What follows belongs to an exercise in optimizing a design on an open flow for small area; a production flow would make more cautious choices. RTL that was checked went through simulation tests only; none was proved equivalent to the original. For run 1, only the layout was checked, not whether the RTL still works. Power figures rest on the tool's default switching activity, not on a simulated workload.

==> flow/design.v, too long to show whole: its modules and the start of the top module <==
// module glyph_rom: 964 lines
// module Top_Student: 739 lines
// module oled_power_enable: 6 lines
module Top_Student (
    input clk,
    input [4:0] btn,
    input [15:0] sw,
    output [7:0] JB,
    output VGA_Hsync,
    output VGA_Vsync,
    output [11:0] VGA_RGB,
    output [13:0] led,
    output [7:0] seg,
    output [3:0] an,
    output reg [1:0] current_main_mode
);
  // ...
==> flow/run.sh <==
#!/bin/bash
# synth_recipe.tcl (not shown) runs the flow's synth.tcl, then flattens the netlist and writes it again
# the make line also repeats each setting of config.mk as NAME=value (left out here)
make -C /OpenROAD-flow-scripts/flow DESIGN_CONFIG=/design/flow/config.mk WORK_HOME=/design/flow/orfs CLKGATE_MAP_FILE= SYNTH_SCRIPT=/design/flow/synth_recipe.tcl finish
==> flow/config.mk <==
export PLATFORM = sky130hd
export DESIGN_NAME = Top_Student
export DESIGN_NICKNAME = Top_Student
export VERILOG_FILES = /design/flow/design.v
export SDC_FILE = /design/flow/constraint.sdc
export NUM_CORES = 4
export LEC_CHECK = 0
export CAP_MARGIN = 20
export CORE_MARGIN = 2
export CORE_UTILIZATION = 30
export CTS_CLUSTER_DIAMETER = 50
export CTS_CLUSTER_SIZE = 40
export PLACE_DENSITY = 0.4
export SLEW_MARGIN = 20
export SYNTH_MEMORY_MAX_BITS = 32768
==> flow/constraint.sdc <==
create_clock -name core_clock -period 12.0 [get_ports {clk}]
set_input_delay 2.4000 -clock core_clock [delete_from_list [all_inputs] [get_ports {clk}]]
set_output_delay 2.4000 -clock core_clock [all_outputs]
set_load 0.01 [all_outputs]
==> flow_metrics.env, run 1 <==
export IMPL_status="timing/DRC/antenna clean"
export IMPL_fillers=9419
export IMPL_num_nonclk_inverters=142
export IMPL_r2r_end="obit$_DFFE_PP_"
export IMPL_setup_viol=0
export IMPL_crit_top_cell="ha_1"
export IMPL_drtIter0Drc=1755
export IMPL_cp_slowest_cell="a2111oi_0"
export IMPL_powerComb_w=0.000282
export IMPL_insertion_delay_ns=0.63
export IMPL_power_share_sequential_pct=46.4
export IMPL_routedWlPerCell_um=17.8
export IMPL_via_count=22200
export IMPL_multi_input_area_mm2=0.0140
export IMPL_p_seq_w=0.00216
export IMPL_seq_share_pct=39.7
export IMPL_regArea_mm2=0.0127
export IMPL_p_per_area_mw_per_mm2=146
export IMPL_io_buffer_count=43
export IMPL_top_register="ring"
export IMPL_synth_compound_area_share_pct=18.5
export IMPL_synth_cell_types=109
export IMPL_criticalPathCategory="register to register"
export IMPL_ys_ff_latch=614
export IMPL_cts_root_buf="clkbuf_16"
export IMPL_postCtsSetupBuffers=0
export IMPL_finalPower_w=0.00466
export IMPL_core_area_mm2=0.0929
export IMPL_nonClkBufAreaFrac_pct=1.95
export IMPL_critPathCapture="obit$_DFFE_PP_"
export IMPL_wl_met2_um=34000
export IMPL_routedLengthMet1_um=37200
export IMPL_ios=72
export IMPL_vias_per_cell=5.09
export IMPL_rr_startpoint="st[0]$_SDFFE_PN0P_"
export IMPL_syn_cell_area_mm2=0.0280
==> module Top_Student, before the edit <==
module Top_Student (
    input clk,
    input [4:0] btn,
    input [15:0] sw,
    output [7:0] JB,
    output VGA_Hsync,
    output VGA_Vsync,
    output [11:0] VGA_RGB,
    output [13:0] led,
    output [7:0] seg,
    output [3:0] an,
    output reg [1:0] current_main_mode
);
    wire reset = ~sw[15];
    localparam [5:0] CH_EQ = 6'd32, CH_E = 6'd33, CH_A = 6'd34, CH_L = 6'd35,
                     CH_U = 6'd36, CH_T = 6'd37, CH_O = 6'd38, CH_R = 6'd39,
                     CH_G = 6'd40, CH_P = 6'd41, CH_H = 6'd42, CH_ARROW = 6'd43,
                     CH_BLANK = 6'd63;
    reg [1:0] ph;
    reg [9:0] hc, vc;
    reg       hs_r, vs_r;
    always @(posedge clk or posedge reset) begin
        if (reset) begin
            ph   <= 2'd0;
            hc   <= 10'd0;
            vc   <= 10'd0;
            hs_r <= 1'b0;
            vs_r <= 1'b0;
        end else begin
            ph <= ph + 2'd1;
            if (ph == 2'd0) begin
                if (hc == 10'd799) begin
                    hc <= 10'd0;
                    vc <= (vc == 10'd524) ? 10'd0 : vc + 10'd1;
                end else begin
                    hc <= hc + 10'd1;
                end
            end
            hs_r <= (hc >= 10'd656) && (hc <= 10'd751);
            vs_r <= (vc >= 10'd513) && (vc <= 10'd514);
        end
    end
    wire ph0 = (ph == 2'd0);
    wire ph1 = (ph == 2'd1);
    wire ph2 = (ph == 2'd2);
    wire ph3 = (ph == 2'd3);
    assign VGA_Hsync = hs_r;
    assign VGA_Vsync = vs_r;
    wire video_on = (hc < 10'd640) && (vc < 10'd480);
    reg [4:0] bsync, bout, bprev;
    reg [9:0] bcnt [0:4];
    integer i;
    always @(posedge clk) begin
        bprev <= bout;
        if (reset) begin
            bsync <= 5'd0;
            bout  <= 5'd0;
            for (i = 0; i < 5; i = i + 1)
                bcnt[i] <= 10'd940;
        end else begin
            bsync <= btn;
            for (i = 0; i < 5; i = i + 1) begin
                bout[i] <= (bcnt[i] == 10'd940) & bsync[i];
                if (bcnt[i] == 10'd940) begin
                    if (bsync[i])
                        bcnt[i] <= 10'd1;
                end else if (~bsync[i]) begin
                    bcnt[i] <= {bcnt[i][8:0], bcnt[i][9] ^ bcnt[i][6]};
                end
            end
        end
    end
    reg req, tgt, sel;
    wire welcome = (current_main_mode == 2'b01);
    always @(posedge clk or posedge reset) begin
        if (reset)
            current_main_mode <= 2'b00;
        else if (current_main_mode == 2'b00)
            current_main_mode <= 2'b01;
        else if (welcome && req)
            current_main_mode <= {1'b1, tgt};
    end
    always @(posedge clk) begin
        if (welcome && bout[0])
            tgt <= sel;
        if (reset) begin
            req <= 1'b0;
            sel <= 1'b0;
        end else begin
            req <= welcome & (req | bout[0]);
            if (welcome) begin
                if (bout[4])
                    sel <= 1'b1;
                else if (bout[1])
                    sel <= 1'b0;
            end
        end
    end
    reg [19:0] blink;
    reg        vis;
    always @(posedge clk) begin
        if (reset) begin
            blink <= 20'd1;
            vis   <= 1'b1;
        end else if (blink == 20'd564798) begin
            blink <= 20'd1;
            vis   <= 1'b1;
        end else begin
            blink <= {blink[18:0], blink[19] ^ blink[16]};
            if (blink == 20'd964510)
                vis <= 1'b0;
        end
    end
    reg       kpage;
    reg [1:0] srow;
    reg [2:0] scol;
    reg [4:0] klen;
    reg [4:0] kcode;
    reg       kvalid;
    reg [4:0] kring [0:9];           
    wire       en = current_main_mode[1];
    wire [4:0] pr = en ? bprev : 5'd0;    
    reg [4:0] kc;
    always @(*) begin
        kc = 5'd0;
        if (!kpage) begin
            case ({srow, scol})
                5'b00_000: kc = 5'd7;
                5'b00_001: kc = 5'd8;
                5'b00_010: kc = 5'd9;
                5'b00_011: kc = 5'd13;
                5'b00_100: kc = 5'd24;
                5'b01_000: kc = 5'd4;
                5'b01_001: kc = 5'd5;
                5'b01_010: kc = 5'd6;
                5'b01_011: kc = 5'd12;
                5'b01_100: kc = 5'd27;
                5'b10_000: kc = 5'd1;
                5'b10_001: kc = 5'd2;
                5'b10_010: kc = 5'd3;
                5'b10_011: kc = 5'd11;
                5'b10_100: kc = 5'd10;
                5'b11_000: kc = 5'd0;
                5'b11_001: kc = 5'd22;
                5'b11_010: kc = 5'd14;
                5'b11_011: kc = 5'd19;
                5'b11_100: kc = 5'd23;
                default:   kc = 5'd0;
            endcase
        end else begin
            case ({srow, scol[1:0]})
                4'b00_00: kc = 5'd15;
                4'b00_01: kc = 5'd16;
                4'b00_10: kc = 5'd17;
                4'b01_00: kc = 5'd25;
                4'b01_01: kc = 5'd26;
                4'b01_10: kc = 5'd28;
                4'b10_00: kc = 5'd18;
                4'b10_01: kc = 5'd20;
                4'b10_10: kc = 5'd21;
                default:  kc = 5'd0;
            endcase
        end
    end
    function [1:0] nchars;           
        input [4:0] k;
        nchars = (k == 5'd15 || k == 5'd16 || k == 5'd17) ? 2'd2 :
                 (k == 5'd18) ? 2'd1 : 2'd0;
    endfunction
    function [4:0] char1;
        input [4:0] k;
        char1 = (k == 5'd15) ? 5'd29 : (k == 5'd16) ? 5'd30 :
                (k == 5'd17) ? 5'd31 : 5'd23;
    endfunction
    function [4:0] char2;
        input [4:0] k;
        char2 = (k == 5'd16) ? 5'd15 : 5'd23;
    endfunction
    function [19:0] lanes;
        input [4:0] k;
        input [1:0] b;
        reg [4:0] s0, s1, s2;
        begin
            s0 = k; s1 = char1(k); s2 = char2(k);
            case (b)
                2'd0: lanes = {5'd0, s2, s1, s0};
                2'd1: lanes = {s2, s1, s0, 5'd0};
                2'd2: lanes = {s1, s0, 5'd0, s2};
                default: lanes = {s0, 5'd0, s2, s1};
            endcase
        end
    endfunction
    wire [1:0] kn = nchars(kc);
    wire k_is_op = (kc == 5'd10) || (kc == 5'd11) || (kc == 5'd12) || (kc == 5'd13);
    wire k_ctrl = (kc == 5'd23) || (kc == 5'd24) || (kc == 5'd27) || k_is_op;
    wire k_fits = (kn == 2'd2) ? (klen < 5'd29) : (kn == 2'd1) ? (klen < 5'd30) : (klen < 5'd31);
    wire centre = pr[0] & ~pr[1] & ~pr[2] & ~pr[3] & ~pr[4];
    wire kvalid_next = centre;
    wire k_op_wr = centre & k_is_op & (klen != 5'd0);
    wire k_app = centre & ~k_ctrl & k_fits;
    always @(posedge clk) begin
        if (reset) begin
            kpage  <= 1'b0;
            srow   <= 2'd0;
            scol   <= 3'd0;
            klen   <= 5'd0;
            kcode  <= 5'd0;
            kvalid <= 1'b0;
        end else begin
            kvalid <= 1'b0;
            if (pr[1]) begin                                   
                if (srow != 2'd0) srow <= srow - 2'd1;
            end else if (pr[4]) begin                          
                if (!kpage) begin
                    if (srow != 2'd3) srow <= srow + 2'd1;
                end else begin
                    if (srow < 2'd2) srow <= srow + 2'd1;
                end
            end else if (pr[2]) begin                          
                if (scol == 3'd0 && kpage) begin
                    kpage <= 1'b0;
                    srow  <= 2'd0;
                    scol  <= 3'd4;
                end else if (scol != 3'd0) begin
                    scol <= scol - 3'd1;
                end
            end else if (pr[3]) begin                          
                if (!kpage) begin
                    if (scol == 3'd4) begin
                        kpage <= 1'b1;
                        srow  <= 2'd0;
                        scol  <= 3'd0;
                    end else begin
                        scol <= scol + 3'd1;
                    end
                end else begin
                    if (scol < 3'd2) scol <= scol + 3'd1;
                end
            end else if (pr[0]) begin                          
                kvalid <= 1'b1;
                kcode  <= kc;
                if (kc == 5'd24)
                    klen <= 5'd0;
                else if (kc == 5'd27) begin
                    if (klen != 5'd0) klen <= klen - 5'd1;
                end else if (k_is_op) begin
                    if (klen != 5'd0) klen <= 5'd1;
                end else if (kc == 5'd23)
                    klen <= 5'd0;
                else if (k_fits)
                    klen <= klen + {3'd0, kn} + 5'd1;
            end
        end
    end
    reg       kv_d;                  
    reg [6:0] len;
    reg       complete;
    wire [1:0] kn_s = nchars(kcode);
    wire       s_fits = (kn_s == 2'd2) ? (len < 7'd62) : (kn_s == 2'd1) ? (len < 7'd63) : (len < 7'd64);
    wire       s_ctrl = (kcode == 5'd23) || (kcode == 5'd24) || (kcode == 5'd27);
    wire       s_app = kv_d & ~s_ctrl & s_fits;
    reg [5:0] rr;
    reg [4:0] ring [0:63];
    reg       pv, kpv;
    reg [7:0] plife;
    always @(posedge clk) begin
        if (kvalid_next)
            plife <= 8'd0;
        else if (plife != 8'd255)
            plife <= plife + 8'd1;
        if (reset) begin
            pv  <= 1'b0;
            kpv <= 1'b0;
        end else begin
            if (s_app)
                pv <= 1'b1;
            else if (plife == 8'd255)
                pv <= 1'b0;
            if (k_op_wr | k_app)
                kpv <= 1'b1;
            else if (plife == 8'd255)
                kpv <= 1'b0;
        end
    end
    function [4:0] echar;
        input [4:0] k;
        input [1:0] e;
        echar = (e == 2'd2) ? k :
                (e == 2'd1) ? ((nchars(k) == 2'd2) ? char1(k) : k) :
                (nchars(k) == 2'd0) ? k : (k == 5'd16) ? 5'd15 : 5'd23;
    endfunction
    wire [5:0] w_e = len[5:0] + rr;                     
    wire       ring_wr = pv && (w_e <= {4'd0, kn_s});
    always @(posedge clk) begin
        rr <= rr + 6'd1;
        for (i = 63; i > 0; i = i - 1)
            ring[i] <= ring[i - 1];
        ring[0] <= ring_wr ? echar(kcode, w_e[1:0]) : ring[63];
    end
    reg [3:0] kr;
    wire k_opk = (kcode == 5'd10) || (kcode == 5'd11) || (kcode == 5'd12) || (kcode == 5'd13);
    wire [1:0] kn_k = k_opk ? 2'd0 : nchars(kcode);
    wire [3:0] kw_l = 4'd9 - kr;                         
    wire [4:0] kw_e = klen - 5'd1 - {1'b0, kw_l};
    wire       kring_wr = kpv && (kw_e <= {3'd0, kn_k});
    always @(posedge clk) begin
        kr <= (kr == 4'd9) ? 4'd0 : kr + 4'd1;
        for (i = 9; i > 0; i = i - 1)
            kring[i] <= kring[i - 1];
        kring[0] <= kring_wr ? echar(kcode, kw_e[1:0]) : kring[9];
    end
    wire [9:0] tx = hc - 10'd69;
    wire [5:0] ci = tx[8:3];
    wire [5:0] cn = ci + 6'd1;
    wire       cap = (~rr[4:0] == cn[4:0]);
    wire [4:0] capv = (~rr[5] == cn[5]) ? ring[63] : ring[31];
    reg  [4:0] nxt, cur;
    always @(posedge clk) begin
        if (cap)
            nxt <= capv;
        if (ph0 && tx[2:0] == 3'd7)
            cur <= cap ? capv : nxt;
    end
    wire [5:0] r_e = len[5:0] - 6'd1 - ci;
    wire [4:0] sval = (pv && r_e <= {4'd0, kn_s}) ? echar(kcode, r_e[1:0]) : cur;
    always @(posedge clk) begin
        if (reset) begin
            kv_d     <= 1'b0;
            len      <= 7'd0;
            complete <= 1'b0;
        end else begin
            kv_d <= kvalid;
            if (kv_d) begin
                if (kcode == 5'd24) begin
                    len      <= 7'd0;
                    complete <= 1'b0;
                end else if (kcode == 5'd27) begin
                    if (len != 7'd0) len <= len - 7'd1;
                    complete <= 1'b0;
                end else if (kcode == 5'd23) begin
                    complete <= 1'b1;
                end else if (s_fits) begin
                    len      <= len + {5'd0, kn_s} + 7'd1;
                    complete <= 1'b0;
                end
            end
        end
    end
    assign led = {current_main_mode, len[6:1], kvalid, kcode};
    assign seg = 8'b11111111;
    assign an  = 4'b1111;
    reg [4:0] st;
    reg [5:0] cnt;
    reg [9:0] dly;           
    reg       pix;
    reg [3:0] flo;           
    reg [6:0] fx, fy;
    reg [3:0] u9, s9;        
    reg       obit;          
    wire fbegin  = (flo == 4'd0) && (fx == 7'd0) && (fy == 7'd0);
    wire sending = (st == 5'd31);
    wire [4:0] nst = (st == 5'd30) ? (fbegin ? 5'd31 : 5'd30) :
                     (st == 5'd31) ? ((fx == 7'd95 && fy == 7'd63) ? 5'd27 : 5'd31) :
                     st + 5'd1;
    reg [5:0] nbits;
    reg [9:0] ndly;
    always @(*) begin
        case (nst)
            5'd1, 5'd2:  begin nbits = 6'd0;  ndly = 10'd658;  end
            5'd4, 5'd8, 5'd23:
                         begin nbits = 6'd8;  ndly = 10'd838;  end
            5'd24:       begin nbits = 6'd40; ndly = 10'd838;  end
            5'd25:       begin nbits = 6'd0;  ndly = 10'd1005; end
            5'd26:       begin nbits = 6'd8;  ndly = 10'd1;    end
            5'd27:       begin nbits = 6'd0;  ndly = 10'd838;  end
            5'd28, 5'd29:begin nbits = 6'd24; ndly = 10'd838;  end
            5'd30:       begin nbits = 6'd0;  ndly = 10'd652;  end
            5'd31:       begin nbits = 6'd16; ndly = 10'd652;  end
            5'd0:        begin nbits = 6'd0;  ndly = 10'd1005; end
            default:     begin nbits = 6'd16; ndly = 10'd838;  end
        endcase
    end
    always @(posedge clk) begin
        if (reset) begin
            st  <= 5'd0;
            cnt <= 6'd0;
            dly <= 10'd652;
            flo <= 4'd0;
            fx  <= 7'd0;
            fy  <= 7'd0;
            u9  <= 4'd7;
            s9  <= 4'd0;
        end else if (ph3) begin
            if (fy == 7'd67 && fx == 7'd78 && flo == 4'd5) begin
                flo <= 4'd0;
                fx  <= 7'd0;
                fy  <= 7'd0;
                u9  <= 4'd7;
                s9  <= 4'd0;
            end else begin
                flo <= flo + 4'd1;
                if (flo == 4'd15) begin
                    if (fx == 7'd95) begin
                        fx <= 7'd0;
                        fy <= fy + 7'd1;
                        u9 <= 4'd7;
                        s9 <= 4'd0;
                    end else begin
                        fx <= fx + 7'd1;
                        if (u9 == 4'd8) begin
                            u9 <= 4'd0;
                            s9 <= s9 + 4'd1;
                        end else begin
                            u9 <= u9 + 4'd1;
                        end
                    end
                end
            end
            if (cnt > 6'd1) begin
                cnt <= cnt - 6'd1;
            end else if (dly != 10'd652) begin
                cnt <= 6'd0;
                dly <= {dly[8:0], dly[9] ^ dly[6]};
            end else begin
                st  <= nst;
                cnt <= nbits;
                dly <= ndly;
            end
        end
    end
    always @(posedge clk) begin
        if (ph3 && cnt <= 6'd1 && dly == 10'd652)
            pix <= current_main_mode[1] & obit;
    end
    reg [39:0] word;
    always @(*) begin
        case (st)
            5'd3:  word = 40'hFD12;
            5'd4:  word = 40'hAE;
            5'd5:  word = 40'hA072;
            5'd6:  word = 40'hA100;
            5'd7:  word = 40'hA200;
            5'd8:  word = 40'hA4;
            5'd9:  word = 40'hA83F;
            5'd10: word = 40'hAD8E;
            5'd11: word = 40'hB00B;
            5'd12: word = 40'hB131;
            5'd13: word = 40'hB3F0;
            5'd14: word = 40'h8A64;
            5'd15: word = 40'h8B78;
            5'd16: word = 40'h8C64;
            5'd17: word = 40'hBB3A;
            5'd18: word = 40'hBE3E;
            5'd19: word = 40'h8706;
            5'd20: word = 40'h8191;
            5'd21: word = 40'h8250;
            5'd22: word = 40'h837D;
            5'd23: word = 40'h25;
            5'd24: word = 40'h2500005F3F;
            5'd26: word = 40'hAF;
            5'd28: word = 40'h15005F;
            5'd29: word = 40'h75003F;
            5'd31: word = {40{pix}};
            default: word = 40'h0;
        endcase
    end
    wire [5:0] bitn = cnt - 6'd1;
    wire busy = (cnt != 6'd0);
    assign JB[0] = ~busy;
    assign JB[1] = busy & word[bitn];
    assign JB[2] = 1'b0;
    assign JB[3] = ph[1] | ~busy;
    assign JB[4] = sending;
    assign JB[5] = (st != 5'd1);
    assign JB[6] = (st >= 5'd25);
    oled_power_enable oled_power_enable_inst (
        .reset(reset),
        .pmoden(JB[7])
    );
    wire [6:0] ox = sending ? fx : 7'd0;
    wire [5:0] oy = sending ? fy[5:0] : 6'd0;
    reg       d_in_input, d_in_kp, d_cursor, d_selcell;
    reg [3:0] d_idx;
    reg [2:0] d_fcol, d_frow;
    reg [5:0] d_label;
    reg [1:0] d_r;
    reg [2:0] d_c;
    reg [2:0] d_bx;
    reg [5:0] d_by;
    reg [6:0] d_x0;
    reg [4:0] d_w;
    reg [6:0] d_dx;
    reg [5:0] d_dy;
    always @(*) begin
        d_in_input = 1'b0;
        d_in_kp    = 1'b0;
        d_cursor   = 1'b0;
        d_idx      = 4'd0;
        d_fcol     = 3'd0;
        d_frow     = 3'd0;
        d_label    = CH_BLANK;
        d_r        = 2'd0;
        d_c        = 3'd0;
        d_x0       = 7'd0;
        d_w        = 5'd0;
        d_by       = 6'd0;
        d_dx       = 7'd0;
        d_dy       = 6'd0;
        if (oy <= 6'd7) begin
            d_frow     = oy[2:0];
            d_fcol     = u9[2:0];
            d_idx      = s9 - 4'd1;
            d_in_input = sending && (u9 != 4'd8) && (s9 != 4'd0) && (s9 <= 4'd10) && ({1'b0, s9} <= klen);
            d_cursor   = sending && vis && (u9 == 4'd0) && ({1'b0, s9} == klen + 5'd1);
        end else if (oy >= 6'd12) begin
            if (!kpage) begin
                if (ox < 7'd95) begin
                    if      (oy < 6'd25) begin d_r = 2'd0; d_by = 6'd14; end
                    else if (oy < 6'd38) begin d_r = 2'd1; d_by = 6'd27; end
                    else if (oy < 6'd51) begin d_r = 2'd2; d_by = 6'd40; end
                    else                 begin d_r = 2'd3; d_by = 6'd53; end
                    if      (ox < 7'd19) begin d_c = 3'd0; d_x0 = 7'd5;  end
                    else if (ox < 7'd38) begin d_c = 3'd1; d_x0 = 7'd24; end
                    else if (ox < 7'd57) begin d_c = 3'd2; d_x0 = 7'd43; end
                    else if (ox < 7'd76) begin d_c = 3'd3; d_x0 = 7'd62; end
                    else                 begin d_c = 3'd4; d_x0 = 7'd81; end
                    d_dx = ox - d_x0;
                    d_dy = oy - d_by;
                    if (ox >= d_x0 && d_dx < 7'd8 && oy >= d_by && d_dy < 6'd8) begin
                        d_in_kp = 1'b1;
                        d_fcol  = d_dx[2:0];
                        d_frow  = d_dy[2:0];
                    end
                    case ({d_r, d_c})
                        5'b00_000: d_label = 6'd7;
                        5'b00_001: d_label = 6'd8;
                        5'b00_010: d_label = 6'd9;
                        5'b00_011: d_label = 6'd13;
                        5'b00_100: d_label = 6'd24;
                        5'b01_000: d_label = 6'd4;
                        5'b01_001: d_label = 6'd5;
                        5'b01_010: d_label = 6'd6;
                        5'b01_011: d_label = 6'd12;
                        5'b01_100: d_label = 6'd27;
                        5'b10_000: d_label = 6'd1;
                        5'b10_001: d_label = 6'd2;
                        5'b10_010: d_label = 6'd3;
                        5'b10_011: d_label = 6'd11;
                        5'b10_100: d_label = 6'd10;
                        5'b11_000: d_label = 6'd0;
                        5'b11_001: d_label = 6'd22;
                        5'b11_010: d_label = 6'd14;
                        5'b11_011: d_label = 6'd19;
                        5'b11_100: d_label = CH_EQ;
                        default:   d_label = CH_BLANK;
                    endcase
                end
            end else begin
                if      (oy < 6'd29) begin d_r = 2'd0; d_by = 6'd16; end
                else if (oy < 6'd46) begin d_r = 2'd1; d_by = 6'd33; end
                else                 begin d_r = 2'd2; d_by = 6'd50; end
                if      (ox < 7'd32) d_c = 3'd0;
                else if (ox < 7'd64) d_c = 3'd1;
                else                 d_c = 3'd2;
                case ({d_r, d_c[1:0]})
                    4'b00_00, 4'b00_01, 4'b00_10: d_w = 5'd24;
                    4'b10_00:                     d_w = 5'd16;
                    default:                      d_w = 5'd8;
                endcase
                d_x0 = {d_c[1:0], 5'd0} + ((d_w == 5'd24) ? 7'd4 : (d_w == 5'd16) ? 7'd8 : 7'd12);
                d_dx = ox - d_x0;
                d_dy = oy - d_by;
                if (ox >= d_x0 && d_dx < {2'b00, d_w} && oy >= d_by && d_dy < 6'd8) begin
                    d_in_kp = 1'b1;
                    d_fcol  = d_dx[2:0];
                    d_frow  = d_dy[2:0];
                end
                case ({d_r, d_c[1:0], d_dx[4:3]})
                    6'b00_00_00: d_label = 6'd15;
                    6'b00_00_01: d_label = 6'd29;
                    6'b00_00_10: d_label = 6'd23;
                    6'b00_01_00: d_label = 6'd16;
                    6'b00_01_01: d_label = 6'd30;
                    6'b00_01_10: d_label = 6'd15;
                    6'b00_10_00: d_label = 6'd17;
                    6'b00_10_01: d_label = 6'd31;
                    6'b00_10_10: d_label = 6'd23;
                    6'b01_00_00: d_label = 6'd25;
                    6'b01_01_00: d_label = 6'd26;
                    6'b01_10_00: d_label = 6'd28;
                    6'b10_00_00: d_label = 6'd18;
                    6'b10_00_01: d_label = 6'd23;
                    6'b10_01_00: d_label = 6'd20;
                    6'b10_10_00: d_label = 6'd21;
                    default:     d_label = CH_BLANK;
                endcase
            end
        end
        d_selcell = d_in_kp && (d_r == srow) && (d_c == scol);
    end
    reg       a_buf;
    reg [5:0] a_code;
    reg [2:0] a_row;
    always @(posedge clk) begin
        if (ph1) begin
            a_buf  <= d_in_input;
            a_code <= d_in_input ? {2'b00, d_idx} : d_in_kp ? d_label : CH_BLANK;
            a_row  <= d_frow;
        end else if (ph2 && a_buf) begin
            a_code <= {1'b0, kval};
        end
    end
    wire [3:0] kt = (u9 == 4'd8) ? s9 : s9 - 4'd1;
    reg  [4:0] kcap;
    always @(posedge clk)
        if (kw_l == kt)
            kcap <= kring[9];
    wire [4:0] kr_e = klen - 5'd1 - {1'b0, a_code[3:0]};
    wire [4:0] kval = (kpv && kr_e <= {3'd0, kn_k}) ? echar(kcode, kr_e[1:0]) : kcap;
    wire       t_before_len = (tx[9:3] < len);
    wire [5:0] calc_code = t_before_len ? {1'b0, sval} : CH_BLANK;
    wire [2:0] calc_row = vc[2:0] - 3'd1;
    wire yb1 = (vc >= 10'd208) && (vc < 10'd216);
    wire yb2 = (vc >= 10'd224) && (vc < 10'd232);
    wire yb3 = (vc >= 10'd272) && (vc < 10'd280);
    wire yb4 = (vc >= 10'd308) && (vc < 10'd316);
    wire wr1 = yb1 && (hc >= 10'd296) && (hc < 10'd344);
    wire wr2 = yb2 && (hc >= 10'd280) && (hc < 10'd360);
    wire wa3 = yb3 && (hc >= 10'd272) && (hc < 10'd280);
    wire wr3 = yb3 && (hc >= 10'd280) && (hc < 10'd360);
    wire wa4 = yb4 && (hc >= 10'd284) && (hc < 10'd292);
    wire wr4 = yb4 && (hc >= 10'd292) && (hc < 10'd348);
    wire wtext = wr1 | wr2 | wr3 | wr4;
    wire wreg_s  = wtext | (~sel & wa3)   | (sel & wa4);
    wire [9:0] w1x = hc - 10'd296;
    wire [9:0] w2x = hc - 10'd280;
    wire [9:0] w4x = hc - 10'd292;
    reg [5:0] wel_code;
    always @(*) begin
        wel_code = CH_BLANK;
        if (wr1) begin
            case (w1x[5:3])
                3'd0, 3'd1: wel_code = CH_E;
                3'd2, 3'd4: wel_code = 6'd2;
                3'd3:       wel_code = 6'd0;
                default:    wel_code = 6'd6;
            endcase
        end else if (wr2 | wr3) begin
            case (w2x[6:3])
                4'd0, 4'd3: wel_code = 6'd24;
                4'd1, 4'd6: wel_code = CH_A;
                4'd2, 4'd5: wel_code = CH_L;
                4'd4:       wel_code = CH_U;
                4'd7:       wel_code = CH_T;
                4'd8:       wel_code = CH_O;
                default:    wel_code = CH_R;
            endcase
        end else if ((~sel & wa3) | (sel & wa4)) begin
            wel_code = CH_ARROW;
        end else if (wr4) begin
            case (w4x[5:3])
                3'd0:       wel_code = CH_G;
                3'd1, 3'd6: wel_code = CH_R;
                3'd2:       wel_code = CH_A;
                3'd3:       wel_code = CH_P;
                3'd4:       wel_code = CH_H;
                default:    wel_code = CH_E;
            endcase
        end
    end
    wire [2:0] wel_row = yb4 ? (vc[2:0] ^ 3'd4) : vc[2:0];
    wire [2:0] wcol_next = (hc[2:0] + 3'd1) ^ (yb4 ? 3'd4 : 3'd0);
    wire [2:0] wel_bit = 3'd0 - wcol_next;
    wire [5:0] r_code = ph1 ? calc_code : ph3 ? a_code : wel_code;
    wire [2:0] r_row  = ph1 ? calc_row  : ph3 ? a_row  : wel_row;
    wire [2:0] r_bit  = ph1 ? (3'd7 - tx[2:0]) : ph3 ? (3'd7 - d_fcol) : wel_bit;
    wire r_pix;
    glyph_rom glyph_rom_inst (
        .code(r_code),
        .row(r_row),
        .col(r_bit),
        .pix(r_pix)
    );
    reg t_pix;         
    reg w_pix;
    always @(posedge clk) begin
        if (ph1) t_pix <= r_pix;
        if (ph2)
            w_pix <= r_pix;
        if (ph3) obit <= d_cursor | (d_in_input & r_pix) | (d_in_kp & (d_selcell ^ r_pix));
    end
    reg w_on;
    always @(posedge clk)
        w_on <= wreg_s & w_pix;
    localparam [2:0] C_BLACK = 3'd0, C_WHITE = 3'd1, C_RED = 3'd2,
                     C_GREEN = 3'd3, C_GRAY = 3'd4, C_LBLUE = 3'd5;
    wire rows_txt = (vc >= 10'd41) && (vc < 10'd49);
    wire render   = rows_txt && t_before_len;
    wire cur_here = vis && complete && rows_txt && (tx[2:0] == 3'd0) && (tx[9:3] == len);
    wire in_xbox  = (hc >= 10'd61) && (hc <= 10'd581);
    wire in_box   = in_xbox && (vc >= 10'd25) && (vc <= 10'd65);
    wire border   = (vc == 10'd25) || (vc == 10'd65) || (hc == 10'd61) || (hc == 10'd581);
    wire in_graph = in_xbox && (vc >= 10'd75) && (vc <= 10'd470);
    reg [2:0] col_next;
    always @(*) begin
        case (current_main_mode)
            2'b00: col_next = C_BLACK;
            2'b01: col_next = w_on ? C_WHITE : C_BLACK;
            2'b10: col_next = render ? (t_pix ? C_WHITE : C_BLACK) :
                              cur_here ? (len[6] ? C_RED : C_GREEN) :
                              in_box ? (border ? C_WHITE : C_BLACK) : C_GRAY;
            default: col_next = render ? (t_pix ? C_WHITE : C_BLACK) :
                                in_box ? (border ? C_WHITE : C_BLACK) :
                                in_graph ? C_LBLUE : C_GRAY;
        endcase
    end
    reg [2:0] col1;
    always @(posedge clk) begin
        if (reset) col1 <= C_BLACK;
        else col1 <= col_next;
    end
    reg [2:0] col2;
    always @(posedge clk or posedge reset) begin
        if (reset) col2 <= C_BLACK;
        else if (ph0) col2 <= col1;
    end
    reg [11:0] rgb;
    always @(*) begin
        case (col2)
            C_WHITE: rgb = 12'hFFF;
            C_RED:   rgb = 12'hF00;
            C_GREEN: rgb = 12'h0F0;
            C_GRAY:  rgb = 12'h888;
            C_LBLUE: rgb = 12'hCCF;
            default: rgb = 12'h000;
        endcase
    end
    assign VGA_RGB = video_on ? rgb : 12'h000;
endmodule
==> run 2: changes to the inputs <==
--- a/flow/design.v
+++ b/flow/design.v
@@ -1227,23 +1227,24 @@
     reg [5:0] rr;
     reg [4:0] ring [0:63];
     reg       pv, kpv;
-    reg [7:0] plife;
+    reg [1:0] plife;
+    wire      pend_end = (plife == 2'd3) && (rr == 6'd63);
     always @(posedge clk) begin
         if (kvalid_next)
-            plife <= 8'd0;
-        else if (plife != 8'd255)
-            plife <= plife + 8'd1;
+            plife <= 2'd0;
+        else if (rr == 6'd63 && plife != 2'd3)
+            plife <= plife + 2'd1;
         if (reset) begin
             pv  <= 1'b0;
             kpv <= 1'b0;
         end else begin
             if (s_app)
                 pv <= 1'b1;
-            else if (plife == 8'd255)
+            else if (pend_end)
                 pv <= 1'b0;
             if (k_op_wr | k_app)
                 kpv <= 1'b1;
-            else if (plife == 8'd255)
+            else if (pend_end)
                 kpv <= 1'b0;
         end
     end
@@ -1315,7 +1316,7 @@
     assign seg = 8'b11111111;
     assign an  = 4'b1111;
     reg [4:0] st;
-    reg [5:0] cnt;
+    reg [5:0] bc;            
     reg [9:0] dly;           
     reg       pix;
     reg [3:0] flo;           
@@ -1327,28 +1328,29 @@
     wire [4:0] nst = (st == 5'd30) ? (fbegin ? 5'd31 : 5'd30) :
                      (st == 5'd31) ? ((fx == 7'd95 && fy == 7'd63) ? 5'd27 : 5'd31) :
                      st + 5'd1;
-    reg [5:0] nbits;
+    wire busy = (bc != 6'd63);
+    reg [5:0] nbits;         
     reg [9:0] ndly;
     always @(*) begin
         case (nst)
-            5'd1, 5'd2:  begin nbits = 6'd0;  ndly = 10'd658;  end
+            5'd1, 5'd2:  begin nbits = 6'd63;  ndly = 10'd658;  end
             5'd4, 5'd8, 5'd23:
-                         begin nbits = 6'd8;  ndly = 10'd838;  end
-            5'd24:       begin nbits = 6'd40; ndly = 10'd838;  end
-            5'd25:       begin nbits = 6'd0;  ndly = 10'd1005; end
-            5'd26:       begin nbits = 6'd8;  ndly = 10'd1;    end
-            5'd27:       begin nbits = 6'd0;  ndly = 10'd838;  end
-            5'd28, 5'd29:begin nbits = 6'd24; ndly = 10'd838;  end
-            5'd30:       begin nbits = 6'd0;  ndly = 10'd652;  end
-            5'd31:       begin nbits = 6'd16; ndly = 10'd652;  end
-            5'd0:        begin nbits = 6'd0;  ndly = 10'd1005; end
-            default:     begin nbits = 6'd16; ndly = 10'd838;  end
+                         begin nbits = 6'd7;  ndly = 10'd838;  end
+            5'd24:       begin nbits = 6'd39; ndly = 10'd838;  end
+            5'd25:       begin nbits = 6'd63;  ndly = 10'd1005; end
+            5'd26:       begin nbits = 6'd7;  ndly = 10'd1;    end
+            5'd27:       begin nbits = 6'd63;  ndly = 10'd838;  end
+            5'd28, 5'd29:begin nbits = 6'd23; ndly = 10'd838;  end
+            5'd30:       begin nbits = 6'd63;  ndly = 10'd652;  end
+            5'd31:       begin nbits = 6'd15; ndly = 10'd652;  end
+            5'd0:        begin nbits = 6'd63;  ndly = 10'd1005; end
+            default:     begin nbits = 6'd15; ndly = 10'd838;  end
         endcase
     end
     always @(posedge clk) begin
         if (reset) begin
             st  <= 5'd0;
-            cnt <= 6'd0;
+            bc  <= 6'd63;
             dly <= 10'd652;
             flo <= 4'd0;
             fx  <= 7'd0;
@@ -1381,20 +1383,20 @@
                     end
                 end
             end
-            if (cnt > 6'd1) begin
-                cnt <= cnt - 6'd1;
+            if (busy && bc != 6'd0) begin
+                bc <= bc - 6'd1;
             end else if (dly != 10'd652) begin
-                cnt <= 6'd0;
+                bc  <= 6'd63;
                 dly <= {dly[8:0], dly[9] ^ dly[6]};
             end else begin
                 st  <= nst;
-                cnt <= nbits;
+                bc  <= nbits;
                 dly <= ndly;
             end
         end
     end
     always @(posedge clk) begin
-        if (ph3 && cnt <= 6'd1 && dly == 10'd652)
+        if (ph3 && !(busy && bc != 6'd0) && dly == 10'd652)
             pix <= current_main_mode[1] & obit;
     end
     reg [39:0] word;
@@ -1429,10 +1431,8 @@
             default: word = 40'h0;
         endcase
     end
-    wire [5:0] bitn = cnt - 6'd1;
-    wire busy = (cnt != 6'd0);
     assign JB[0] = ~busy;
-    assign JB[1] = busy & word[bitn];
+    assign JB[1] = busy & word[bc];
     assign JB[2] = 1'b0;
     assign JB[3] = ph[1] | ~busy;
     assign JB[4] = sending;
--- a/flow/config.mk
+++ b/flow/config.mk
@@ -8,8 +8,8 @@
 export CAP_MARGIN = 20
 export CORE_MARGIN = 2
 export CORE_UTILIZATION = 30
-export CTS_CLUSTER_DIAMETER = 50
-export CTS_CLUSTER_SIZE = 40
+export CTS_CLUSTER_DIAMETER = 90
+export CTS_CLUSTER_SIZE = 35
 export PLACE_DENSITY = 0.4
 export SLEW_MARGIN = 20
 export SYNTH_MEMORY_MAX_BITS = 32768
==> run 2 against run 1 <==
Still clean; core utilization down 1.2 points; critical path depth up 3; setup slack better by 0.60 ns; sequential share of layout area up 2.3 points; combinational power down 5%; clock-buffer cell count down 52; global-route usage down 0.064 points; die area down 2.3%; power down 22%; register-to-register slack better by 0.60 ns; fmax up 6.3%; critical endpoint unchanged; highest routed layer unchanged.
==> flow_metrics.env, run 2 <==
export IMPL_status="timing/DRC/antenna clean"
export IMPL_grt_pass1_vias=20800
export IMPL_grt_max_degree=67
export IMPL_yosys_warnings=5
export IMPL_synthMuxAreaShare_pct=1.86
export IMPL_syn_inst=3043
export IMPL_worst_slack_ns=2.47
export IMPL_num_nets_final=3162
export IMPL_antenna_found_initial=3
export IMPL_yosysMostFrequentCell="dfxtp_1"
export IMPL_worst_pin_slew_ns=1.01
export IMPL_async_flop_share_pct=4.77
export IMPL_cp_slowest_cell="ha_1"
export IMPL_hold_start="ring[32][0]$_DFF_P_"
export IMPL_cts_resized=0
export IMPL_min_path_cells=0
export IMPL_top_register="ring"
export IMPL_cp_max_fo=23
export IMPL_synth_area_leader_cell="dfxtp_1"
export IMPL_die_area_mm2=0.0936
export IMPL_hold_class="register to register"
export IMPL_vias_per_cell=5.18
export IMPL_whs_ns=0.331
export IMPL_reg_top3="ring: 320 flops, bcnt: 50 flops, kring: 50 flops"
export IMPL_hpwl_um=54100
export IMPL_area_delta_synth_final_pct=9.20
export IMPL_finClkSkew_ns=0.0362
export IMPL_route_detailed_drc=0
export IMPL_clockBufferDepth=3
export IMPL_io_buffer_count=43
export IMPL_criticalPathCategory="register to register"
export IMPL_insertedDiodeCount=0
export IMPL_start_util_pct=30.3
export IMPL_final_common_cell="dfxtp_1"
export IMPL_num_rows=110
export IMPL_setup_viol=0
export IMPL_h_tree_depth=1
export IMPL_reg2reg_depth=28
export IMPL_cp_end_kind="register"
export IMPL_fp_dieW_um=306
export IMPL_synth_seq_area_share_pct=45.9
export IMPL_wl_um=75900
export IMPL_crit_top_cell="ha_1"
export IMPL_cts_buffers=29
export IMPL_synth_edff_count=25
export IMPL_relSlewSlack_pct=32.0
export IMPL_cts_tree="built"
export IMPL_rr_startpoint="st[0]$_SDFFE_PN0P_"
export IMPL_hold_viol=0
export IMPL_min_period_over_period_pct=79.4
export IMPL_rsz0062_at_grt="false"
export IMPL_place_ws_ns=2.78
export IMPL_final_cell_area_mm2=0.0299
export IMPL_drtPass1Iterations=5
export IMPL_syn_cell_area_mm2=0.0274
export IMPL_synth_area_leaders="dfxtp_1 41%, ha_1 6.9%, nand2_1 4.3%"
export IMPL_syn_area_per_cell_um2=8.99
export IMPL_p_per_area_mw_per_mm2=122
export IMPL_peakVddDrop_mv=0.0982
export IMPL_crit_path_start_kind="register"
export IMPL_grt_ovfl_total=0
export IMPL_maxSlewViolCount=0
export IMPL_synthAdderAreaFrac_pct=7.70
export IMPL_yosys_area_share_xor_xnor_pct=3.49
export IMPL_routabilityCongestion=0.874
export IMPL_insertion_delay_ns=0.64
export IMPL_routedWlPerCell_um=18.2
export IMPL_synth_top_family_by_area="simple AND/OR/NAND/NOR gates"
export IMPL_synth_cell_types=103
export IMPL_crit_arrival_ns=9.95
export IMPL_synth_compound_area_share_pct=17.9
export IMPL_antenna_left=0
export IMPL_largest_register_ffs=320
export IMPL_ys_ff_latch=608
export IMPL_cts_hold_buf=0
export IMPL_clkTransAtPathRegs_ns=0.11
export IMPL_crit_start="st[0]$_SDFFE_PN0P_"
export IMPL_ios=72
export IMPL_mostFrequentLayoutCells="554 x dfxtp_1, 313 x nand2_1, 307 x nor2_1, 207 x a21oi_1, 155 x o21ai_0"
export IMPL_cts_root_buf="clkbuf_16"
export IMPL_yosys_top_cells_count="554 x dfxtp_1, 313 x nand2_1, 307 x nor2_1, 208 x a21oi_1, 156 x o21ai_0"
export IMPL_grt_pass1_wl_um=121000
export IMPL_min_period_ns=9.53
export IMPL_core_area_mm2=0.0901
export IMPL_max_stage_delay_ns=0.83
export IMPL_grtUsageTotal_pct=15.9
export IMPL_fmax_ghz=0.105
export IMPL_synth_top_cell_area_share_pct=40.5
export IMPL_p_leak_nw=11.7
export IMPL_die_h_um=306
export IMPL_yosys_area_share_simple_pct=18.0
export IMPL_drive_gt1_share_pct=4.51
export IMPL_ys_flop_type="dfxtp_1"
export IMPL_postCtsSetupBuffers=0
export IMPL_clock_sinks=608
export IMPL_drtIter0Drc=1846
export IMPL_worst_ep_required_time_ns=12.42
export IMPL_drv_cap=0
export IMPL_via_count=21600
export IMPL_finalSetupTns_ns=0
export IMPL_detailed_place_area_mm2=0.0288
==> run 2: changes by cell type after synthesis, moves of 7 or more <==
cell,previous run,this run
a21boi_0,19,5
a21oi_1,197,208
a31oi_1,43,36
and2_1,67,49
buf_2,30,16
clkbuf_1,110,124
nand3_1,72,86
nor2_1,238,307
nor2b_1,56,23
nor3_1,81,65
o211a_1,11,3
o21ai_0,177,156
==> run 2: power by group <==
| part | switching [W] | internal, W |
|---|---|---|
| Combinational | 0.000159 | 0.000110 |
| Sequential | 0.0000405 | 0.00208 |
| Clock | 0.000753 | 0.000507 |
==> run 2: kinds of logic after synthesis <==
| family | count (synthesis) |
|---|---|
| muxes | 50 |
| xor gates and xnor gates | 109 |
| other | 2 |
| adders and majority gates | 163 |
| AOI/OAI and AO/OA | 739 |
| DFF | 608 |
| buffers and inverters | 332 |
| and+or+nand+nor | 1040 |
==> run 2: layout make-up <==
class                      instances  area, um^2
fill                            9321       60300
multi-input combinational       2114       13500
clock buffer                      30         729
tap                             1176        1470
sequential                       608       12600
inverter                         145         547
clock inverter                    16         378
timing repair buffer              82         721
==> run 2: metrics by stage <==
| step | power (W) | util (%) | std cells |
|---|---|---|---|
| 2_1_floorplan | 0.00236 | - | 3054 |
| 3_3_place_gp | 0.00243 | 31.9 | 4125 |
| 4_1_cts | 0.00372 | 33.1 | 4171 |
| 3_5_place_dp | 0.00244 | 31.9 | 4125 |
| 5_1_grt | 0.00384 | 33.1 | 4171 |
| 6_report | 0.00365 | 33.1 | 4171 |
==> run 2: path summary, 6_finish.rpt <==
path                                                     to  slack (ns)
min in group asynchronous               col2[0]$_DFFE_PN0P_        1.94
max reg2reg                                  obit$_DFFE_PP_        2.47
min reg2reg                             ring[33][0]$_DFF_P_        0.33
max in group asynchronous  current_main_mode[1]$_DFFE_PN0P_        8.95
min                                     ring[33][0]$_DFF_P_        0.33
max                                          obit$_DFFE_PP_        2.47
==> run 2: critical path, delay by kind of cell, from the launching register on <==
family	cells	cell delay [ns]
AO/OA/AOI/OAI	11	3.78
adder cells (fa/ha/maj)	5	2.21
AND/OR/NAND/NOR	6	1.64
buffers and inverters	5	0.75
XOR/XNOR	1	0.46
flip-flops	1	0.45
==> run 2: routing by layer <==
layer / GRT usage, % / part of all wire, % / vias to the layer above
li1: - / - / 10600
met1: 22.7 / 48 / 10400
met2: 25.6 / 45 / 552
met3: 1.96 / 4.7 / 93
met4: 3.39 / 1.8 / 0
met5: 0 / 0 / -
==> run 3: changes to the inputs <==
--- a/flow/config.mk
+++ b/flow/config.mk
@@ -8,8 +8,9 @@
 export CAP_MARGIN = 20
 export CORE_MARGIN = 2
 export CORE_UTILIZATION = 30
-export CTS_CLUSTER_DIAMETER = 90
-export CTS_CLUSTER_SIZE = 35
+export CTS_CLUSTER_DIAMETER = 80
+export CTS_CLUSTER_SIZE = 30
+export GPL_TIMING_DRIVEN = 0
 export PLACE_DENSITY = 0.4
 export SLEW_MARGIN = 20
 export SYNTH_MEMORY_MAX_BITS = 32768
==> run 3 against run 2 <==
Still clean; register-to-register slack worse by 0.13 ns; non-clock buffer count grew 151; power is 3.1% higher; worst hold slack worse by 0.037 ns; global-route usage is 1.8 points higher; synthesized cell count stayed put; area after synthesis unchanged; sequential share of layout area decreased by 0.93 points; final area increased by 2.3%; clock power increased by 7%; die area unchanged; flip-flop and latch count is the same; critical path type unchanged; highest routed layer unchanged.
==> flow_metrics.env, run 3 <==
export IMPL_synth_seq_area_share_pct=45.9
export IMPL_cp_slowest_cell="a2111o_1"
export IMPL_hold_viol=0
export IMPL_p_leak_nw=12.0
export IMPL_reg_top3="ring: 320 flops, bcnt: 50 flops, kring: 50 flops"
export IMPL_largest_register_ffs=320
export IMPL_num_rows=110
export IMPL_cts_resized=0
export IMPL_ys_ff_latch=608
export IMPL_cp_end_kind="register"
export IMPL_syn_cell_area_mm2=0.0274
export IMPL_grtUsageTotal_pct=17.7
export IMPL_fmax_ghz=0.103
export IMPL_cts_hold_buf=0
export IMPL_clkTransAtPathRegs_ns=0.10
export IMPL_worst_pin_slew_ns=1.05
export IMPL_async_flop_share_pct=4.77
export IMPL_grt_pass1_vias=21800
export IMPL_yosys_warnings=5
export IMPL_via_count=22400
export IMPL_ys_flop_type="dfxtp_1"
export IMPL_syn_inst=3043
export IMPL_io_buffer_count=43
export IMPL_finalSetupTns_ns=0
export IMPL_antenna_left=0
export IMPL_cts_buffers=36
export IMPL_swShare_pct=24.8
export IMPL_insertion_delay_ns=0.58
export IMPL_clkPwrFrac_pct=35.9
export IMPL_crit_path_start_kind="register"
export IMPL_crit_top_cell="ha_1"
export IMPL_synth_edff_count=25
export IMPL_routedWlPerCell_um=19.6
export IMPL_drtIter0Drc=1702
export IMPL_rsz0062_at_grt="false"
export IMPL_status="timing/DRC/antenna clean"
export IMPL_postCtsSetupBuffers=0
export IMPL_yosys_top_cells_count="554 x dfxtp_1, 313 x nand2_1, 307 x nor2_1, 208 x a21oi_1, 156 x o21ai_0"
export IMPL_criticalPathCategory="register to register"
export IMPL_ios=72
export IMPL_min_period_ns=9.66
export IMPL_hold_class="register to register"
export IMPL_area_delta_synth_final_pct=11.7
export IMPL_fp_dieW_um=306
export IMPL_setup_viol=0
export IMPL_die_area_mm2=0.0936
export IMPL_yosysMostFrequentCell="dfxtp_1"
export IMPL_syn_area_per_cell_um2=8.99
export IMPL_relSlewSlack_pct=29.4
export IMPL_intPower_w=0.00283
export IMPL_p_per_area_mw_per_mm2=123
export IMPL_clockBufferDepth=3
export IMPL_dpl_cell_count=4275
export IMPL_grt_pass1_wl_um=131000
export IMPL_core_area_mm2=0.0901
export IMPL_vias_per_cell=5.17
export IMPL_clock_sinks=608
export IMPL_power_share_sequential_pct=56.6
export IMPL_synth_top_cell_area_share_pct=40.5
export IMPL_top_register="ring"
export IMPL_drive_gt1_share_pct=5.10
export IMPL_power_switching_w=0.000934
export IMPL_peakVddDrop_mv=0.0781
export IMPL_max_stage_delay_ns=0.57
export IMPL_hpwl_um=62900
export IMPL_wl_um=84700
export IMPL_grt_ovfl_total=0
export IMPL_crit_arrival_ns=10.03
export IMPL_die_h_um=306
export IMPL_route_detailed_drc=0
export IMPL_maxSlewViolCount=0
export IMPL_start_util_pct=30.3
export IMPL_final_common_cell="dfxtp_1"
export IMPL_drtPass1Iterations=6
export IMPL_p_comb_share_pct=7.6
export IMPL_num_nets_final=3320
export IMPL_routabilityCongestion=0.953
export IMPL_antenna_found_initial=2
export IMPL_instances_no_fill=4334
export IMPL_grt_max_degree=32
export IMPL_cts_tree="built"
export IMPL_synth_cell_types=103
export IMPL_mostFrequentLayoutCells="554 x dfxtp_1, 313 x nand2_1, 307 x nor2_1, 208 x a21oi_1, 156 x o21ai_0"
export IMPL_cp_max_fo=10
export IMPL_synth_area_leaders="dfxtp_1 41%, ha_1 6.9%, nand2_1 4.3%"
export IMPL_min_period_over_period_pct=80.5
export IMPL_synth_area_leader_cell="dfxtp_1"
export IMPL_finClkSkew_ns=0.0441
export IMPL_worst_ep_required_time_ns=12.37
export IMPL_cts_root_buf="clkbuf_16"
export IMPL_fillers=9263
export IMPL_drv_cap=0
export IMPL_h_tree_depth=2
==> run 3: cell counts after synthesis <==
No cell type changed its count.
==> run 3: cell type report <==
cell class / instances / area, um^2 / area share [%]
plain buffers: 187 / 851 / 2.79
diodes: 1 / 2.50 / 0.00819
flip-flops and latches: 608 / 12600 / 41.1
clock inverters: 16 / 209 / 0.684
clock buffers: 41 / 972 / 3.18
multi-input cells: 2114 / 13500 / 44.1
inverters: 145 / 547 / 1.79
repair buffers: 46 / 460 / 1.51
well taps: 1176 / 1470 / 4.82
==> run 3: cells by family after synthesis <==
family	share of synthesized area, %
flops	45.9
other cells	0.0275
compound gates	17.9
fa+ha+maj	7.70
xor+xnor	3.49
mux	1.86
buf+inv	5.11
simple gates	18.0
==> run 3: power groups by stage <==
stage	logic [W]	registers, W	clock network [W]
floorplan	0.000206	0.00216	0
global placement	0.000282	0.00217	0
detailed placement	0.000287	0.00218	0
CTS	0.000288	0.00213	0.00141
global route	0.000324	0.00214	0.00148
finish	0.000285	0.00213	0.00135
==> run 3: layer usage <==
| layer | up-vias | share of wire (%) | GRT usage (%) |
|---|---|---|---|
| met5 | - | 0 | 0 |
| met4 | 0 | 2.3 | 4.42 |
| met3 | 120 | 4.5 | 1.99 |
| met2 | 599 | 45 | 28.7 |
| met1 | 10800 | 48 | 24.9 |
| li1 | 10900 | - | - |
==> run 3: worst max-delay path: cells and delay by family, from the launching register on <==
family                     cells  cell delay, ns
adders and majority gates      5            1.80
AOI/OAI and AO/OA             13            3.30
DFF                            1            0.46
buffers and inverters          7            1.69
and+or+nand+nor               12            2.20
==> run 3: path summary, 6_finish.rpt <==
kind | startpoint | end | slack (ns) | cells past startpoint
max in group asynchronous | sw[15] | current_main_mode[0]$_DFFE_PN0P_ | 9.92 | 2
hold reg to reg | ring[56][1]$_DFF_P_ | ring[57][1]$_DFF_P_ | 0.29 | 0
hold / removal | ring[56][1]$_DFF_P_ | ring[57][1]$_DFF_P_ | 0.29 | 0
setup / recovery | st[0]$_SDFFE_PN0P_ | obit$_DFFE_PP_ | 2.34 | 37
min in group asynchronous | sw[15] | vc[2]$_DFFE_PN0P_ | 1.67 | 1
setup reg to reg | st[0]$_SDFFE_PN0P_ | obit$_DFFE_PP_ | 2.34 | 37
==> run 3: through the flow <==
| stage | hold slack, ns | utilization [%] | worst slack, ns | area (um^2) | power (W) |
|---|---|---|---|---|---|
| after floorplan | 0.310 | - | 5.08 | 27400 | 0.00236 |
| after global placement | 0.310 | 32.5 | 2.02 | 29300 | 0.00246 |
| after detailed placement | 0.312 | 32.5 | 2.02 | 29300 | 0.00246 |
| after CTS | 0.288 | 33.9 | 1.94 | 30500 | 0.00383 |
| after global routing | 0.285 | 33.9 | 1.71 | 30500 | 0.00395 |
| final | 0.294 | 33.9 | 2.34 | 30500 | 0.00377 |
==> run 4: changes to the inputs <==
--- a/flow/config.mk
+++ b/flow/config.mk
@@ -10,7 +10,6 @@
 export CORE_UTILIZATION = 30
 export CTS_CLUSTER_DIAMETER = 80
 export CTS_CLUSTER_SIZE = 30
-export GPL_TIMING_DRIVEN = 0
 export PLACE_DENSITY = 0.4
 export SLEW_MARGIN = 20
 export SYNTH_MEMORY_MAX_BITS = 32768
==> run 4 against run 3 <==
Largest cell class unchanged; final cell count shrank 3.4%; setup slack gained 0.11 ns; sequential share of layout area grew 0.80 points.
==> flow_metrics.env, run 4 <==
export IMPL_status="timing/DRC/antenna clean"
export IMPL_antenna_found_initial=3
export IMPL_syn_cell_area_mm2=0.0274
export IMPL_clockBufferDepth=3
export IMPL_num_rows=110
export IMPL_die_h_um=306
export IMPL_fp_dieW_um=306
export IMPL_rr_startpoint="st[0]$_SDFFE_PN0P_"
export IMPL_r2r_slack_ns=2.45
export IMPL_area_delta_synth_final_pct=9.56
export IMPL_synth_area_leader_cell="dfxtp_1"
export IMPL_crit_arrival_ns=9.93
export IMPL_min_period_over_period_pct=79.6
export IMPL_synth_seq_area_share_pct=45.9
export IMPL_grt_pass1_wl_um=121000
export IMPL_hold_start="bout[2]$_SDFF_PN0_"
export IMPL_drive_gt1_share_pct=4.95
export IMPL_final_common_cell="dfxtp_1"
export IMPL_cts_buffers=36
export IMPL_mostFrequentLayoutCells="554 x dfxtp_1, 313 x nand2_1, 307 x nor2_1, 207 x a21oi_1, 155 x o21ai_0"
export IMPL_ys_flop_type="dfxtp_1"
export IMPL_cts_hold_buf=0
export IMPL_worst_pin_slew_ns=1.01
export IMPL_antenna_left=0
export IMPL_via_count=21600
export IMPL_reg_top3="ring: 320 flops, bcnt: 50 flops, kring: 50 flops"
export IMPL_drtIter0Drc=1786
export IMPL_start_util_pct=30.3
export IMPL_finalPower_w=0.00375
export IMPL_hold_class="register to register"
export IMPL_cts_root_buf="clkbuf_16"
export IMPL_worst_ep_required_time_ns=12.38
export IMPL_hpwl_um=54100
export IMPL_cts_resized=0
export IMPL_drtPass1Iterations=6
export IMPL_grtUsageTotal_pct=16.0
export IMPL_yosys_warnings=5
export IMPL_final_cell_area_mm2=0.0300
export IMPL_grt_pass1_vias=20900
export IMPL_cpLargestDelayFamily="simple AND/OR/NAND/NOR gates"
export IMPL_relSlewSlack_pct=31.9
export IMPL_route_detailed_drc=0
export IMPL_routedWlPerCell_um=18.2
export IMPL_yosys_top_cells_count="554 x dfxtp_1, 313 x nand2_1, 307 x nor2_1, 208 x a21oi_1, 156 x o21ai_0"
export IMPL_grt_ovfl_total=0
export IMPL_cp_num_buf_inv=5
export IMPL_drv_cap=0
export IMPL_crit_top_cell="ha_1"
export IMPL_hold_viol=0
export IMPL_synth_top_cell_area_share_pct=40.5
export IMPL_clock_sinks=608
export IMPL_insertion_delay_ns=0.59
export IMPL_clkTransAtPathRegs_ns=0.09
export IMPL_finClkSkew_ns=0.0340
export IMPL_yosysMostFrequentCell="dfxtp_1"
export IMPL_cp_end_kind="register"
export IMPL_async_flop_share_pct=4.77
export IMPL_synth_cell_types=103
export IMPL_postCtsSetupBuffers=0
export IMPL_wl_um=76100
export IMPL_ios=72
export IMPL_h_tree_depth=2
export IMPL_synth_area_leaders="dfxtp_1 41%, ha_1 6.9%, nand2_1 4.3%"
export IMPL_max_stage_delay_ns=0.83
export IMPL_rsz0062_at_grt="false"
export IMPL_cp_max_fo=23
export IMPL_reg2reg_depth=30
export IMPL_crit_path_start_kind="register"
export IMPL_io_buffer_count=43
export IMPL_peakVddDrop_mv=0.0908
export IMPL_setup_viol=0
export IMPL_maxSlewViolCount=0
export IMPL_top_register="ring"
export IMPL_fillers=9327
export IMPL_min_period_ns=9.55
export IMPL_criticalPathCategory="register to register"
export IMPL_finalSetupTns_ns=0
export IMPL_multi_input_area_mm2=0.0135
export IMPL_ys_ff_latch=608
export IMPL_cp_slowest_cell="ha_1"
export IMPL_r2r_end="obit$_DFFE_PP_"
export IMPL_cts_tree="built"
export IMPL_num_nets_final=3169
export IMPL_min_path_cells=0
export IMPL_detailed_place_area_mm2=0.0288
export IMPL_regArea_mm2=0.0126
export IMPL_vias_per_cell=5.15
export IMPL_fmax_ghz=0.105
export IMPL_p_leak_nw=11.7
export IMPL_routabilityCongestion=0.874
export IMPL_grt_max_degree=67
export IMPL_core_area_mm2=0.0901
export IMPL_syn_area_per_cell_um2=8.99
export IMPL_p_per_area_mw_per_mm2=125
export IMPL_syn_inst=3043
export IMPL_largest_register_ffs=320
export IMPL_die_area_mm2=0.0936
export IMPL_post_route_util_pct=33.2
export IMPL_min_to="bprev[2]$_DFF_P_"
export IMPL_synth_edff_count=25
export IMPL_insertedDiodeCount=0
run 4: changes by cell type in the layout (fill, tap and decap cells not counted), moves of 2 or more:
cell,delta
clkbuf_1,-125
clkinv_8,+2
buf_4,+7
inv_8,+2
nor4_2,-4
buf_1,-13
buf_2,-17
clkbuf_16,-2
inv_12,+2
nor4_1,+4
run 4: kinds of logic after synthesis:
family | synth area share (%)
and+or+nand+nor | 18.0
AOI/OAI and AO/OA | 17.9
DFF | 45.9
buffers and inverters | 5.11
adders and majority gates | 7.70
xor gates and xnor gates | 3.49
muxes | 1.86
other | 0.0275
run 4: worst max-delay path by stage:
stage	end	cells past startpoint	from
2_1_floorplan	obit$_DFFE_PP_	36	st[0]$_SDFFE_PN0P_
3_3_place_gp	obit$_DFFE_PP_	30	st[0]$_SDFFE_PN0P_
3_5_place_dp	obit$_DFFE_PP_	30	st[0]$_SDFFE_PN0P_
4_1_cts	obit$_DFFE_PP_	30	st[0]$_SDFFE_PN0P_
5_1_grt	obit$_DFFE_PP_	28	st[0]$_SDFFE_PN0P_
6_report	obit$_DFFE_PP_	30	st[0]$_SDFFE_PN0P_
run 4: where the power goes:
part           switching [W]  internal, W
Sequential         0.0000404      0.00208
Combinational       0.000159     0.000110
Clock               0.000757     0.000600
Total               0.000956      0.00279
run 4: area by class of cell:
class / count / area share [%]
Multi-Input combinational cell: 2114 / 44.9
Sequential cell: 608 / 41.9
Tap cell: 1176 / 4.91
Clock buffer: 37 / 3.02
Timing Repair Buffer: 82 / 2.40
Inverter: 145 / 1.82
Clock inverter: 23 / 1.00
run 4: metal layers:
layer | share of wire [%] | track usage (%) | up-vias
met4 | 1.8 | 3.77 | 0
met2 | 45 | 25.6 | 573
met1 | 48 | 22.8 | 10300
li1 | - | - | 10600
met5 | 0 | 0 | -
met3 | 5.0 | 2.30 | 95
run 4: through the flow:
stage / hold slack, ns / std cells / setup WS (ns)
floorplan: 0.310 / 3054 / 5.08
global placement: 0.310 / 4125 / 2.70
detailed placement: 0.312 / 4125 / 2.78
CTS: 0.317 / 4185 / 2.72
global route: 0.310 / 4185 / 1.82
finish: 0.322 / 4185 / 2.45
run 4: worst register-to-register path: cells and delay by family, from the launching register on:
kind | cells | cell delay [ns]
AO/OA/AOI/OAI | 9 | 2.51
XOR/XNOR | 1 | 0.46
flip-flops | 1 | 0.45
buffers and inverters | 5 | 0.76
AND/OR/NAND/NOR | 10 | 2.95
adder cells (fa/ha/maj) | 5 | 2.22
==> run 5: changes to the inputs <==
--- a/flow/config.mk
+++ b/flow/config.mk
@@ -8,8 +8,10 @@
 export CAP_MARGIN = 20
 export CORE_MARGIN = 2
 export CORE_UTILIZATION = 30
-export CTS_CLUSTER_DIAMETER = 80
-export CTS_CLUSTER_SIZE = 30
+export CTS_BUF_LIST = sky130_fd_sc_hd__clkbuf_8
+export CTS_CLUSTER_DIAMETER = 60
+export CTS_CLUSTER_SIZE = 20
+export GPL_TIMING_DRIVEN = 0
 export PLACE_DENSITY = 0.4
 export SLEW_MARGIN = 20
 export SYNTH_MEMORY_MAX_BITS = 32768
==> run 5 against run 4 <==
Clock skew increased by 0.0096 ns; global-route usage increased by 1.8 points; final area increased by 2.1%; sequential power is essentially flat; worst hold slack gained 0.0076 ns; highest routed layer unchanged; critical path type unchanged.
==> flow_metrics.env, run 5 <==
export IMPL_cts_buffers=53
export IMPL_ios=72
export IMPL_largest_register_ffs=320
export IMPL_cts_hold_buf=0
export IMPL_grt_max_degree=29
export IMPL_p_comb_share_pct=7.6
export IMPL_detailed_place_area_mm2=0.0293
export IMPL_postCtsSetupBuffers=0
export IMPL_crit_top_cell="ha_1"
export IMPL_cp_end_kind="register"
export IMPL_clkTransAtPathRegs_ns=0.11
export IMPL_power_share_sequential_pct=56.5
export IMPL_num_nets_final=3337
export IMPL_area_delta_synth_final_pct=11.9
export IMPL_core_area_mm2=0.0901
export IMPL_cts_resized=0
export IMPL_clock_sinks=608
export IMPL_drtIter0Drc=1536
export IMPL_multi_input_area_mm2=0.0135
export IMPL_grt_pass1_vias=22000
export IMPL_synth_cell_types=103
export IMPL_finalSetupTns_ns=0
export IMPL_insertion_delay_ns=0.71
export IMPL_grt_ovfl_total=0
export IMPL_io_buffer_count=43
export IMPL_ys_ff_latch=608
export IMPL_rsz0062_at_grt="false"
export IMPL_yosysMostFrequentCell="dfxtp_1"
export IMPL_final_cell_area_mm2=0.0306
export IMPL_yosys_warnings=5
export IMPL_criticalPathCategory="register to register"
export IMPL_die_area_mm2=0.0936
export IMPL_synth_area_leader_cell="dfxtp_1"
export IMPL_fillers=9285
export IMPL_grt_pass1_wl_um=132000
export IMPL_mostFrequentLayoutCells="554 x dfxtp_1, 313 x nand2_1, 307 x nor2_1, 208 x a21oi_1, 156 x o21ai_0"
export IMPL_power_switching_w=0.00100
export IMPL_cpLargestDelayFamily="compound AO/OA/AOI/OAI gates"
export IMPL_cts_root_buf="clkbuf_8"
export IMPL_num_rows=110
export IMPL_final_common_cell="dfxtp_1"
export IMPL_synth_seq_area_share_pct=45.9
export IMPL_cp_slowest_cell="a2111oi_0"
export IMPL_relSlewSlack_pct=27.0
export IMPL_place_ws_ns=2.02
export IMPL_syn_inst=3043
export IMPL_synth_edff_count=25
export IMPL_worst_pin_slew_ns=1.09
export IMPL_ys_flop_type="dfxtp_1"
export IMPL_hold_class="register to register"
export IMPL_clockBufferDepth=3
export IMPL_via_count=22600
export IMPL_reg_top3="ring: 320 flops, bcnt: 50 flops, kring: 50 flops"
export IMPL_min_period_over_period_pct=80.8
export IMPL_crit_arrival_ns=10.19
export IMPL_regArea_mm2=0.0126
export IMPL_max_stage_delay_ns=0.75
export IMPL_cp_num_buf_inv=8
export IMPL_vias_per_cell=5.17
export IMPL_h_tree_depth=2
export IMPL_synth_top_cell_area_share_pct=40.5
export IMPL_p_leak_nw=12.0
export IMPL_drv_cap=0
export IMPL_async_flop_share_pct=4.77
export IMPL_wl_um=85000
export IMPL_hold_viol=0
export IMPL_fmax_ghz=0.103
export IMPL_p_per_area_mw_per_mm2=123
export IMPL_finClkSkew_ns=0.0436
export IMPL_cp_max_fo=12
export IMPL_drive_gt1_share_pct=6.17
export IMPL_maxSlewViolCount=0
export IMPL_antenna_left=0
export IMPL_syn_area_per_cell_um2=8.99
export IMPL_route_detailed_drc=0
export IMPL_finalPower_w=0.00377
export IMPL_intPower_w=0.00277
export IMPL_worst_slack_ns=2.31
export IMPL_min_period_ns=9.69
export IMPL_die_h_um=306
export IMPL_worst_ep_required_time_ns=12.50
export IMPL_fp_dieW_um=306
export IMPL_routabilityCongestion=0.953
export IMPL_yosys_top_cells_count="554 x dfxtp_1, 313 x nand2_1, 307 x nor2_1, 208 x a21oi_1, 156 x o21ai_0"
export IMPL_syn_cell_area_mm2=0.0274
export IMPL_drtPass1Iterations=6
export IMPL_hpwl_um=62900
export IMPL_status="timing/DRC/antenna clean"
export IMPL_synth_area_leaders="dfxtp_1 41%, ha_1 6.9%, nand2_1 4.3%"
export IMPL_start_util_pct=30.3
export IMPL_grtUsageTotal_pct=17.8
export IMPL_antenna_found_initial=3
export IMPL_setup_viol=0
export IMPL_routedWlPerCell_um=19.5
export IMPL_crit_path_start_kind="register"
export IMPL_clkPwrFrac_pct=35.9
export IMPL_swShare_pct=26.6
export IMPL_top_register="ring"
export IMPL_peakVddDrop_mv=0.0772
export IMPL_cts_tree="built"
-- run 5: final timing paths --
kind / startpoint / end / slack (ns) / depth (start not counted)
worst max-delay path: st[0]$_SDFFE_PN0P_ / obit$_DFFE_PP_ / 2.31 / 33
worst min-delay path: ring[25][3]$_DFF_P_ / ring[26][3]$_DFF_P_ / 0.33 / 0
worst max register to register: st[0]$_SDFFE_PN0P_ / obit$_DFFE_PP_ / 2.31 / 33
worst min register to register: ring[25][3]$_DFF_P_ / ring[26][3]$_DFF_P_ / 0.33 / 0
max in group asynchronous: sw[15] / ph[1]$_DFF_PN0_ / 10.06 / 2
min in group asynchronous: sw[15] / vc[2]$_DFFE_PN0P_ / 1.54 / 1
-- run 5: power by group through the flow --
| stage | Clock [W] | Combinational, W | Sequential [W] |
|---|---|---|---|
| 4_1_cts | 0.00142 | 0.000288 | 0.00213 |
| 3_5_place_dp | 0 | 0.000287 | 0.00218 |
| 2_1_floorplan | 0 | 0.000206 | 0.00216 |
| 3_3_place_gp | 0 | 0.000282 | 0.00217 |
| 5_1_grt | 0.00151 | 0.000324 | 0.00214 |
| 6_report | 0.00136 | 0.000286 | 0.00213 |
-- run 5: cells by family (layout without fill, tap and decap cells) --
kind of cell | Yosys count | in the layout | share of synthesized area [%]
flip-flops | 608 | 608 | 45.9
XOR/XNOR | 109 | 109 | 3.49
buffers and inverters | 332 | 469 | 5.11
AND/OR/NAND/NOR | 1040 | 1040 | 18.0
AO/OA/AOI/OAI | 739 | 739 | 17.9
adder cells (fa/ha/maj) | 163 | 163 | 7.70
other | 2 | 15 | 0.0275
multiplexers | 50 | 50 | 1.86
-- run 5: layer usage --
metal  wire length, um  GRT usage, %  vias up
li1                  -             -    10900
met2             38200          28.7      647
met3              3980          2.18      135
met5                 0             0        -
met4              2030          4.91        0
met1             40800          25.0    10900
-- run 5: area by class of cell --
type	instances	share of cell area, %
multi-input combinational	2114	44.0
sequential	608	41.1
tap	1176	4.81
buffer	187	2.78
clock buffer	55	2.47
inverter	145	1.79
clock inverter	36	1.59
timing repair buffer	46	1.50
antenna	2	0.0163
-- run 5: per-stage QoR --
stage / std cells / hold WS [ns] / util, %
6_report: 4369 / 0.330 / 34.0
5_1_grt: 4368 / 0.325 / 34.0
4_1_cts: 4366 / 0.318 / 33.9
3_5_place_dp: 4275 / 0.312 / 32.5
3_3_place_gp: 4273 / 0.310 / 32.5
2_1_floorplan: 3054 / 0.310 / -
-- run 5: worst register-to-register path, delay by kind of cell, from the launching register on --
| family | cells | cell delay [ns] |
|---|---|---|
| AO/OA/AOI/OAI | 10 | 2.98 |
| XOR/XNOR | 1 | 0.47 |
| adder cells (fa/ha/maj) | 5 | 1.37 |
| buffers and inverters | 8 | 2.19 |
| flip-flops | 1 | 0.47 |
| AND/OR/NAND/NOR | 9 | 1.99 |

Re-timed with assumed drivers on the ports (clkbuf_16 on the clock, buf_2 on other inputs), run 5 has 2.307 ns of setup slack against 2.307 ns with ideal ports, and 2.307 ns once port delays also move by the mid clock arrival of 0.750 ns.
